Context: an optimization exercise on an open-source flow, tuned for small area and a short achievable clock period. The choices shown serve that exercise and are no tape-out recipe. RTL that was checked went through simulation tests only; none was proved equivalent to the original. Power figures rest on the tool's default switching activity, not on a simulated workload.

==> v16 <==
## alu
module alu # ( parameter WIDTH = 16, CMD_WIDTH = 4 ) (
	input clk, rst,
	input CE,
	input CIN,
	input mode,
	input [1:0] INP_INVALID,
	input [ CMD_WIDTH-1 :0] CMD,
	input [ WIDTH-1 :0] opa,
	input [ WIDTH-1 :0] opb,
	output reg ERR, OFLOW, g , l, e, cout,
	output reg [ 2 * WIDTH :0] RES
);
Settings: LEC_CHECK=0, CAP_MARGIN=20, CORE_MARGIN=2, CORE_UTILIZATION=40, SLEW_MARGIN=20; clock period 9.0 ns.
run.sh (not shown) runs the stock make flow with config.mk's settings and CLKGATE_MAP_FILE= SYNTH_SCRIPT=/design/flow/synth_recipe.tcl, a recipe that flattens the netlist after the stock synthesis.
==> v4 (differences from v16) <==
Settings changed: ABC_AREA from default to 1, GPL_TIMING_DRIVEN from default to 0.
==> v2 (differences from v16) <==
==> flow/flow/run.sh (new file) <==
#!/bin/bash
# The standard layout, with the port buffers made of sky130_fd_sc_hd__buf_4
# instead of the delay cell buffer_ports picks by default.
bash standard.sh BUFFER_PORTS_ARGS="-buffer_cell sky130_fd_sc_hd__buf_4" finish > standard.log 2>&1
==> flow/standard.sh (new file) <==
#!/bin/bash
# synth_recipe.tcl (not shown) runs the flow's synth.tcl, then flattens the netlist and writes it again
# the make line also repeats each setting of config.mk as NAME=value (left out here)
make -C /OpenROAD-flow-scripts/flow DESIGN_CONFIG=/design/flow/config.mk WORK_HOME=/design/flow/orfs CLKGATE_MAP_FILE= SYNTH_SCRIPT=/design/flow/synth_recipe.tcl "${@:-finish}"
Settings changed: GPL_TIMING_DRIVEN from default to 0.
removed: flow/run.sh
==> run_results.csv <==
group,metric,value,unit
min_path,min_path_cells,1,
sta,fin_crit_sh,97.87,%
setup_path,path_max_fanout,8,
drt,dr_total_vias,11707,
status,status,"no timing/DRC/antenna violations",
placement,gp_congestion,0.9609,
power_and_ir_drop,power_density,48.22,nW/um^2
global_routing,grt_usage,26.63,%
Source of the figures above: v16

==> run_results.csv <==
group,metric,value,unit
status,status,"no timing/DRC/antenna violations",
setup_path,path_max_fanout,6,
placement,gp_congestion,0.9689,
global_routing,grt_usage,29.36,%
drt,dr_total_vias,13147,
Source of the figures above: v4

==> run_results.csv <==
group,metric,value,unit
status,status,"no timing/DRC/antenna violations",
sta,fin_crit_sh,98.90,%
placement,gp_congestion,0.9468,
drt,dr_total_vias,11805,
setup_path,path_max_fanout,7,
power_and_ir_drop,power_density,46.88,nW/um^2
min_path,min_path_cells,2,
Source of the figures above: v2


---

==> inputs of branch yarrow <==
alu, a different RTL version from the one above (not shown whole).
==> flow/config.mk <==
export PLATFORM = sky130hd
export DESIGN_NAME = alu
export DESIGN_NICKNAME = alu
export VERILOG_FILES = /design/flow/design.v
export SDC_FILE = /design/flow/constraint.sdc
export NUM_CORES = 4
export LEC_CHECK = 0
export ABC_AREA = 1
export CAP_MARGIN = 20
export CORE_MARGIN = 2
export CORE_UTILIZATION = 40
export SLEW_MARGIN = 20
==> flow/constraint.sdc <==
create_clock -name core_clock -period 9.0 [get_ports {clk}]
set_input_delay 1.8000 -clock core_clock [delete_from_list [all_inputs] [get_ports {clk}]]
set_output_delay 1.8000 -clock core_clock [all_outputs]
set_load 0.01 [all_outputs]
standard.sh (not shown) runs the stock make flow with config.mk's settings and CLKGATE_MAP_FILE= SYNTH_SCRIPT=/design/flow/synth_recipe.tcl, a recipe that flattens the netlist after the stock synthesis.
==> flow/flow/run.sh <==
#!/bin/bash
# The standard layout (the standard.sh, all of its steps), with two changes:
#  - synthesis: Yosys's synth command also gets -noabc, so its quick generic
#    ABC pass does not rewrite the full adders before extract_fa maps them (that
#    pass leaves an inverter between most pairs of adder cells).  The rest of
#    the synthesis script is synth_recipe.tcl unchanged (-nofsm -noshare,
#    flatten, renames), and ORFS's own ABC mapping still runs afterwards.
#  - placement: buffer_ports uses sky130_fd_sc_hd__buf_1 for the port buffers
#    instead of the delay cell it picks by default; every input and output port
#    still gets its own buffer.
# The make output is kept in standard.log.
set -euo pipefail
{
  echo 'proc synth {args} { yosys synth -nofsm -noshare -noabc {*}$args }'
  tail -n +2 synth_recipe.tcl
} > synth_noabc.tcl
bash standard.sh SYNTH_SCRIPT="$PWD/synth_noabc.tcl" \
  BUFFER_PORTS_ARGS="-buffer_cell sky130_fd_sc_hd__buf_1" finish > standard.log 2>&1
==> branch ember: changes against branch yarrow <==
SETUP_SLACK_MARGIN = 1.0   (was not set)
TNS_END_PERCENT = 30   (was not set)
==> branch juniper: changes against branch yarrow <==
SETUP_SLACK_MARGIN = 1.5   (was not set)
==> branch quartz: changes against branch yarrow <==
CORE_UTILIZATION = 30   (was 40)
SETUP_SLACK_MARGIN = 0.7   (was not set)
==> summary of the runs <==
Branch juniper went through all stages and came out clean. Branch quartz completed without violations. Branch ember went through all stages and came out clean. Branch yarrow finished with timing, DRC and antenna clean.
In register-to-register slack, branch juniper and branch ember hardly differ.
Worst hold slack: branch quartz < branch yarrow < branch ember < branch juniper.
Clock skew is the same in branch yarrow and branch ember.
In branch ember the combinational power is larger than in branch quartz, by about 5%.
Die area is the same in branch ember and branch yarrow.
Via count: branch yarrow < branch quartz < branch ember < branch juniper.
Of branch juniper and branch yarrow, branch juniper has the higher routed wire length (gap 5.6%, measured against branch yarrow).
Flip-flop and latch count is the same in branch yarrow and branch quartz.
Synthesized cell count is the same in branch ember and branch quartz.
==> figures <==
quantity                                                  branch ember   branch yarrow   branch quartz  branch juniper
Total power of the final layout                                 732 uW          706 uW          724 uW          807 uW
Clock network area share                                         1.25%           1.31%           1.28%           1.28%
Tapcell count                                                      390             390             525             390
Initial Utilization                                              40.4%           40.4%           30.2%           40.4%
VDD IR-drop max                                              0.0786 mV       0.0792 mV       0.0827 mV       0.0825 mV
Number of non-filler instances in the completed layout            2045            2010            2147            2083
Clock network power consumption                                 200 uW          200 uW          209 uW          231 uW
Critical Path Slowest Stage Cell                                  fa_2            fa_1            fa_2            fa_2
Count of non-CTS buffers in the layout                             171             136             139             206
Endpoint of the worst register-to-register path                 RES[6]          RES[6]          RES[5]          RES[4]
Site row count                                                      63              63              73              63
Measured slew at the worst slew-check pin                       866 ps          878 ps         1020 ps         1010 ps
Result of the run                                       finished clean  finished clean  finished clean  finished clean
Met3 track demand over resource in global routing                3.80%           3.65%           3.90%           2.94%
Smallest setup slack after layout                              1230 ps          666 ps          986 ps         1450 ps
Post-Route WL                                                 42400 um        41700 um        43400 um        44100 um
Total iterations of the first detailed-routing run                   5               5               6               6
Bufs and invs on worst path                                          5               5               6               7
Final non-clock buffer share                                     7.89%           5.56%           5.92%           10.4%
Worst slack, placed                                             453 ps          453 ps          382 ps          289 ps

---

==> 09-12 <==
Starting RTL as in the previous note.
clock: 9.0 ns
lec_check: 0
abc_area: 1
cap_margin: 20
core_margin: 2
core_utilization: 40
setup_slack_margin: 1.2
slew_margin: 20
tns_end_percent: 0
Scripts as last shown in full above: flow/flow/run.sh
==> 04-23: changes against 09-12 <==
- ABC_AREA: 1 -> default
- SETUP_SLACK_MARGIN: 1.2 -> default
- TNS_END_PERCENT: 0 -> default
==> results.txt <==
- In 04-23 the register-to-register slack is lower than in 09-12, by 0.39 ns.
- Between 04-23 and 09-12, the lower design area is in 04-23 (gap 9.2%, measured against 09-12).
- Between 04-23 and 09-12, the lower sequential share of layout area is in 09-12 (gap 0.71 points).
- Against 09-12, the first-iteration DRC count of 04-23 is higher by 8.0%.
- Between 04-23 and 09-12, the lower combinational power is in 04-23 (gap 12%, measured against 09-12).
- Between 04-23 and 09-12, the lower wire length is in 04-23 (gap about 9%, measured against 09-12).
- Of 09-12 and 04-23, 09-12 has the higher critical path depth (gap 6).
- Global-route usage: 04-23 is lower than 09-12 (0.61 points).
==> figures <==
                                                                               09-12       04-23
Worst VDD drop                                                            0.07529 mV  0.08091 mV
Syn_area_per_cell                                                          7.749 um2   9.394 um2
Minimum period implied by the final worst setup slack                       7.608 ns    8.668 ns
Number of violations reported at the end of detailed-routing iteration 0         959        1036
Vias in the first global route                                                 11930       10350
Maximum frequency from static timing analysis                             0.1314 GHz  0.1154 GHz
Number of vias after detailed routing                                          11620       10080
Wl on met1                                                                  16.94 mm    15.65 mm
Wire length reported by the detailed router                                 42.68 mm    38.77 mm
Actual transition at the worst max-transition pin                          0.9166 ns    1.127 ns
Share of post-route cells with drive strength above 1                         0.1515      0.1083
Multi-input combinational area share                                          0.7578      0.7869
DP Wirelength                                                               32.54 mm    30.81 mm
Synth unique cells                                                                52          75
Status                                              no timing/DRC/antenna violations  no timing/DRC/antenna violations
Chip Width                                                                  176.6 um    172.2 um
Highest metal layer with signal wires                                           met4        met5
TAP cells                                                                        390         378

---

==> v9: inputs <==
alu, a different RTL version from the one above (not shown whole).
==> flow/design.v (excerpt) <==
module alu # ( parameter WIDTH = 16, CMD_WIDTH = 4 ) (
	input clk, rst,
	input CE,
	input CIN,
	input mode,
	input [1:0] INP_INVALID,
	input [ CMD_WIDTH-1 :0] CMD,
	input [ WIDTH-1 :0] opa,
	input [ WIDTH-1 :0] opb,
	output reg ERR, OFLOW, g , l, e, cout,
	output reg [ 2 * WIDTH :0] RES
);
export LEC_CHECK = 0
export ABC_AREA = 1
export CAP_MARGIN = 20
export CORE_MARGIN = 2
export CORE_UTILIZATION = 40
export GPL_TIMING_DRIVEN = 0
export SLEW_MARGIN = 20
create_clock -name core_clock -period 9.0 [get_ports {clk}]
==> flow/flow/run.sh <==
#!/bin/bash
# The standard layout (the standard.sh, all of its steps), with one change
# to synthesis: Yosys's synth command is run with -noabc as well, so its quick
# generic ABC pass does not rewrite the full adders before extract_fa maps them
# (that pass leaves an inverter between most pairs of adder cells).  The rest
# of the synthesis script is synth_recipe.tcl unchanged (-nofsm -noshare,
# flatten, renames), and ORFS's own ABC mapping still runs afterwards.
set -euo pipefail
{
  echo 'proc synth {args} { yosys synth -nofsm -noshare -noabc {*}$args }'
  tail -n +2 synth_recipe.tcl
} > synth_noabc.tcl
head -1 synth_recipe.tcl > synth_noabc.orig_first_line.txt
bash standard.sh SYNTH_SCRIPT="$PWD/synth_noabc.tcl" finish > standard.log 2>&1
==> v28: changes against v9 <==
==> flow/run.sh (new file) <==
#!/bin/bash
# synth_recipe.tcl (not shown) runs the flow's synth.tcl, then flattens the netlist and writes it again
# the make line also repeats each setting of config.mk as NAME=value (left out here)
make -C /OpenROAD-flow-scripts/flow DESIGN_CONFIG=/design/flow/config.mk WORK_HOME=/design/flow/orfs CLKGATE_MAP_FILE= SYNTH_SCRIPT=/design/flow/synth_recipe.tcl finish
removed: flow/flow/run.sh
removed: flow/standard.sh
==> v39: changes against v9 <==
==> flow/flow/run.sh (replaced) <==
#!/bin/bash
# The standard layout (the standard.sh, all of its steps), with two changes:
#  - synthesis: Yosys's synth command also gets -noabc, so its quick generic
#    ABC pass does not rewrite the full adders before extract_fa maps them (that
#    pass leaves an inverter between most pairs of adder cells).  The rest of
#    the synthesis script is synth_recipe.tcl unchanged (-nofsm -noshare,
#    flatten, renames), and ORFS's own ABC mapping still runs afterwards.
#  - placement: buffer_ports uses sky130_fd_sc_hd__buf_1 for the port buffers
#    instead of the delay cell it picks by default; every input and output port
#    still gets its own buffer.
# The make output is kept in standard.log.
set -euo pipefail
{
  echo 'proc synth {args} { yosys synth -nofsm -noshare -noabc {*}$args }'
  tail -n +2 synth_recipe.tcl
} > synth_noabc.tcl
bash standard.sh SYNTH_SCRIPT="$PWD/synth_noabc.tcl" \
  BUFFER_PORTS_ARGS="-buffer_cell sky130_fd_sc_hd__buf_1" finish > standard.log 2>&1
Settings changed: CORE_UTILIZATION 40 to 55, CTS_BUF_LIST from default to sky130_fd_sc_hd__clkbuf_4 sky130_fd_sc_hd__clkbuf_8.
==> results.txt <==
v28 passed the timing, design-rule and antenna checks. v39 ran to the end with no violations. v9 produced a clean layout.
Worst setup slack: v9 < v39 < v28.
In sequential power, v39 and v28 hardly differ.
In v39 the worst hold slack is better than in v9, by 0.0023 ns.
In v28 the non-clock buffer count is higher than in v9, by 6.
In sequential cell count, v28 and v9 do not differ.
Power: v28 is larger than v9 (0.83%).
Final area, lowest first: v39, v9, v28.
Against v39, the clock power of v9 is larger by about 15%.
Combinational power, highest first: v28, v9, v39.
Fmax, lowest first: v9, v39, v28.

---

==> inputs of trial 82 <==
alu, a different RTL version from the one above (not shown whole).
clock: 9.0 ns
lec_check: 0
cap_margin: 20
core_margin: 2
core_utilization: 40
gpl_timing_driven: 0
slew_margin: 20
run.sh (not shown) runs the stock make flow with config.mk's settings and CLKGATE_MAP_FILE= SYNTH_SCRIPT=/design/flow/synth_recipe.tcl, a recipe that flattens the netlist after the stock synthesis.
Stock flow here: none of the scripts above is used.
==> build 2 (differences from trial 82) <==
--- a/flow/design.v
+++ b/flow/design.v
@@ -50,35 +50,38 @@
     wire op_mul  = op_amul | op_smul;
     wire op_shq  = op_rol | op_ror | op_shla | op_shra;
     wire op_addt = op_add | op_sub | op_addc | op_subc | op_inca | op_deca |
                    op_incb | op_decb | op_sig;
     wire op_ext  = op_sub | op_subc | op_deca | op_decb | op_sig;
     wire op_lut  = op_and | op_nand | op_or | op_nor | op_xor | op_xnor | op_nota | op_notb;
     wire op_ok   = op_addt | op_cmp | op_mul | op_nop | op_lut | op_shq | op_shrb | op_shlb;
     wire op_err  = ~op_ok;
-    wire [15:0] dec = 16'd1 << b[3:0];
-    wire [15:0] dec_r = {dec[1], dec[2], dec[3], dec[4], dec[5], dec[6], dec[7], dec[8],
-                         dec[9], dec[10], dec[11], dec[12], dec[13], dec[14], dec[15], dec[0]};
     wire [15:0] m  = {a[15] & ~op_smul, a[14:0]};
-    wire [15:0] q  = mode ? b : (CMD[0] ? dec_r : dec);
+    wire [15:0] q  = b;
     wire [15:0] r1 = {16{op_amul}} & a;
     wire [15:0] r2 = {16{op_amul}} & b;
     wire cin = op_amul;
     wire sel_xb = op_incb | op_decb;
     wire eny = op_add | op_sub | op_addc | op_subc | op_cmp | op_sig;
     wire inv = op_sub | op_subc | op_cmp | op_subs | op_deca | op_decb;
     wire [15:0] x = sel_xb ? b : a;
     wire [15:0] y = ({16{eny}} & b) ^ {16{inv}};
     wire ci = op_sub | op_cmp | op_subs | op_inca | op_incb |
               (op_addc & CIN) | (op_subc & ~CIN);
     wire [16:0] s = {1'b0, x} + {1'b0, y} + {16'd0, ci};
     wire kinv = op_sub | op_subc | op_cmp | op_deca | op_decb | (op_sig & (x[15] ^ y[15]));
     wire hb = s[16] ^ kinv;
     wire z = ~|s[15:0];
+    wire [3:0] rk = b[3:0] ^ {4{op_ror}};
+    wire [15:0] rt0 = op_ror ? {a[14:0], a[15]} : a;        
+    wire [15:0] rt1 = rk[0] ? {rt0[14:0], rt0[15]}    : rt0;
+    wire [15:0] rt2 = rk[1] ? {rt1[13:0], rt1[15:14]} : rt1;
+    wire [15:0] rt3 = rk[2] ? {rt2[11:0], rt2[15:12]} : rt2;
+    wire [15:0] rot = rk[3] ? {rt3[7:0],  rt3[15:8]}  : rt3;
     wire [32:0] p;
   wire pp0_0 = q[0] & m[0];
   wire pp0_1 = q[0] & m[1];
   wire pp0_2 = q[0] & m[2];
   wire pp0_3 = q[0] & m[3];
   wire pp0_4 = q[0] & m[4];
   wire pp0_5 = q[0] & m[5];
   wire pp0_6 = q[0] & m[6];
@@ -1050,18 +1053,17 @@
     wire t11 = op_and  | op_or  | op_xnor;
     wire [15:0] lut;
     genvar gi;
     generate for (gi = 0; gi < 16; gi = gi + 1) begin : g_lut
         assign lut[gi] = a[gi] ? (b[gi] ? t11 : t10) : (b[gi] ? t01 : t00);
     end endgenerate
     wire sel_r  = op_rol | op_ror;
     wire [15:0] res_lo = ({16{op_amul}} & p[15:0]) | ({16{op_smul}} & {p[14:0], 1'b0}) |
-                         ({16{op_addt}} & s[15:0]) | lut |
-                         ({16{sel_r}} & (p[15:0] | p[31:16])) |
+                         ({16{op_addt}} & s[15:0]) | ({16{sel_r}} & rot) | lut |
                          ({16{op_shla}} & {a[14:0], 1'b0}) | ({16{op_shra}} & {1'b0, a[15:1]}) |
                          ({16{op_shlb}} & {b[14:0], 1'b0}) | ({16{op_shrb}} & {1'b0, b[15:1]});
     wire res_16 = (op_amul & p[16]) | (op_smul & p[15]) | (op_addt & hb);
     wire [15:0] res_hi = ({16{op_amul}} & p[32:17]) | ({16{op_smul}} & p[31:16]) |
                          {16{op_ext & hb}};
     wire [32:0] res_n = {res_hi, res_16, res_lo};
     wire op_fl   = op_cmp | op_sig;
     wire cout_n  = op_addt & hb;
==> out/results.ini <==
[outcome]
outcome = no timing/DRC/antenna violations

[timing]
worstMarginPinSlew_ns = 1.06

[logic_synthesis]
synthTopCellsByArea = fa_1 (34%), and2_1 (8.3%), dfrtp_1 (7.1%), ha_1 (6.9%), inv_1 (6.5%)
synth_cell_types = 80

[min_path]
worstHoldStart = RES[5]

[final_layout]
n_all_inverters = 239
clock_area_frac = 0.00900

[worst_setup_path]
r2r_cells = 2
r2r_setup_slack_ns = 8.22

[global_route]
grt_use_met1 = 0.414

the above is filed under trial 82

==> out/results.ini <==
[outcome]
outcome = no timing/DRC/antenna violations

[logic_synthesis]
synth_top_family_by_area = adder cells
synthTopCellsByArea = fa_1 (32%), and2_1 (8.5%), dfrtp_1 (6.7%), ha_1 (6.5%), inv_1 (6.2%)
postSynthCellCount = 1725
synth_cell_types = 93

[timing]
worstMarginPinSlew_ns = 0.947
fin_setup_tns_ns = 0

[final_layout]
n_all_inverters = 241
clock_area_frac = 0.00979

[worst_setup_path]
r2r_cells = 5
r2r_setup_slack_ns = 7.87

[global_route]
grt_use_met1 = 0.391

the above is filed under build 2

No run of this note included a check of the RTL's function; only the layout flow was run.

[separate check: timing with driven ports]
The flow's constraints put no driver on any port. The routed layouts listed below were extracted and timed again, unchanged, in two steps. Step 1 sets driving cells, clkbuf_16 on the clock port and buf_2 on the other inputs (assumed; they add their load-dependent delay and slew). Step 2 also shifts input and output timing later by t, the mid clock arrival at the registers, as if the neighbouring blocks saw the same clock. Slacks: ideal ports / drivers / drivers and shift; pairs: ideal ports / drivers.
| run | shift t [ns] | setup slack, ns | worst setup path after step 2 | slew at the worst register clock pin (ns) | pins driven straight from the clock port |
|---|---|---|---|---|---|
| v16 | 0.312 | 0.191 / 0.198 / -0.114 | input to register | 0.06 / 0.06 | 1 |
| v4 | 0.319 | 0.147 / 0.162 / -0.157 | input to register | 0.06 / 0.06 | 1 |
| v2 | 0.315 | 0.099 / 0.089 / -0.225 | input to register | 0.06 / 0.06 | 1 |
| branch yarrow | 0.313 | 0.666 / 0.671 / 0.358 | input to register | 0.06 / 0.06 | 1 |
| branch ember | 0.310 | 1.229 / 1.235 / 0.924 | input to register | 0.06 / 0.06 | 1 |
| branch juniper | 0.308 | 1.448 / 1.434 / 1.126 | input to register | 0.06 / 0.06 | 1 |
| branch quartz | 0.328 | 0.986 / 0.998 / 0.671 | input to register | 0.06 / 0.06 | 1 |
| 09-12 | 0.312 | 1.392 / 1.356 / 1.044 | input to register | 0.06 / 0.06 | 1 |
| 04-23 | 0.312 | 0.332 / 0.343 / 0.031 | input to register | 0.06 / 0.06 | 1 |
| v9 | 0.306 | 0.233 / 0.239 / -0.068 | input to register | 0.06 / 0.06 | 1 |
| v28 | 0.316 | 0.337 / 0.345 / 0.029 | input to register | 0.06 / 0.06 | 1 |
| v39 | 0.324 | 0.304 / 0.309 / -0.015 | input to register | 0.08 / 0.08 | 1 |
| trial 82 | 0.319 | 0.174 / 0.175 / -0.144 | input to register | 0.06 / 0.06 | 1 |
| build 2 | 0.356 | 0.160 / 0.176 / -0.180 | input to register | 0.07 / 0.07 | 1 |
Met with ideal ports but missed after step 2: setup timing in 7 of these runs. The setup slack of 09-12, which loses most, moves by -0.036 ns with the drivers and by -0.348 ns with both steps.
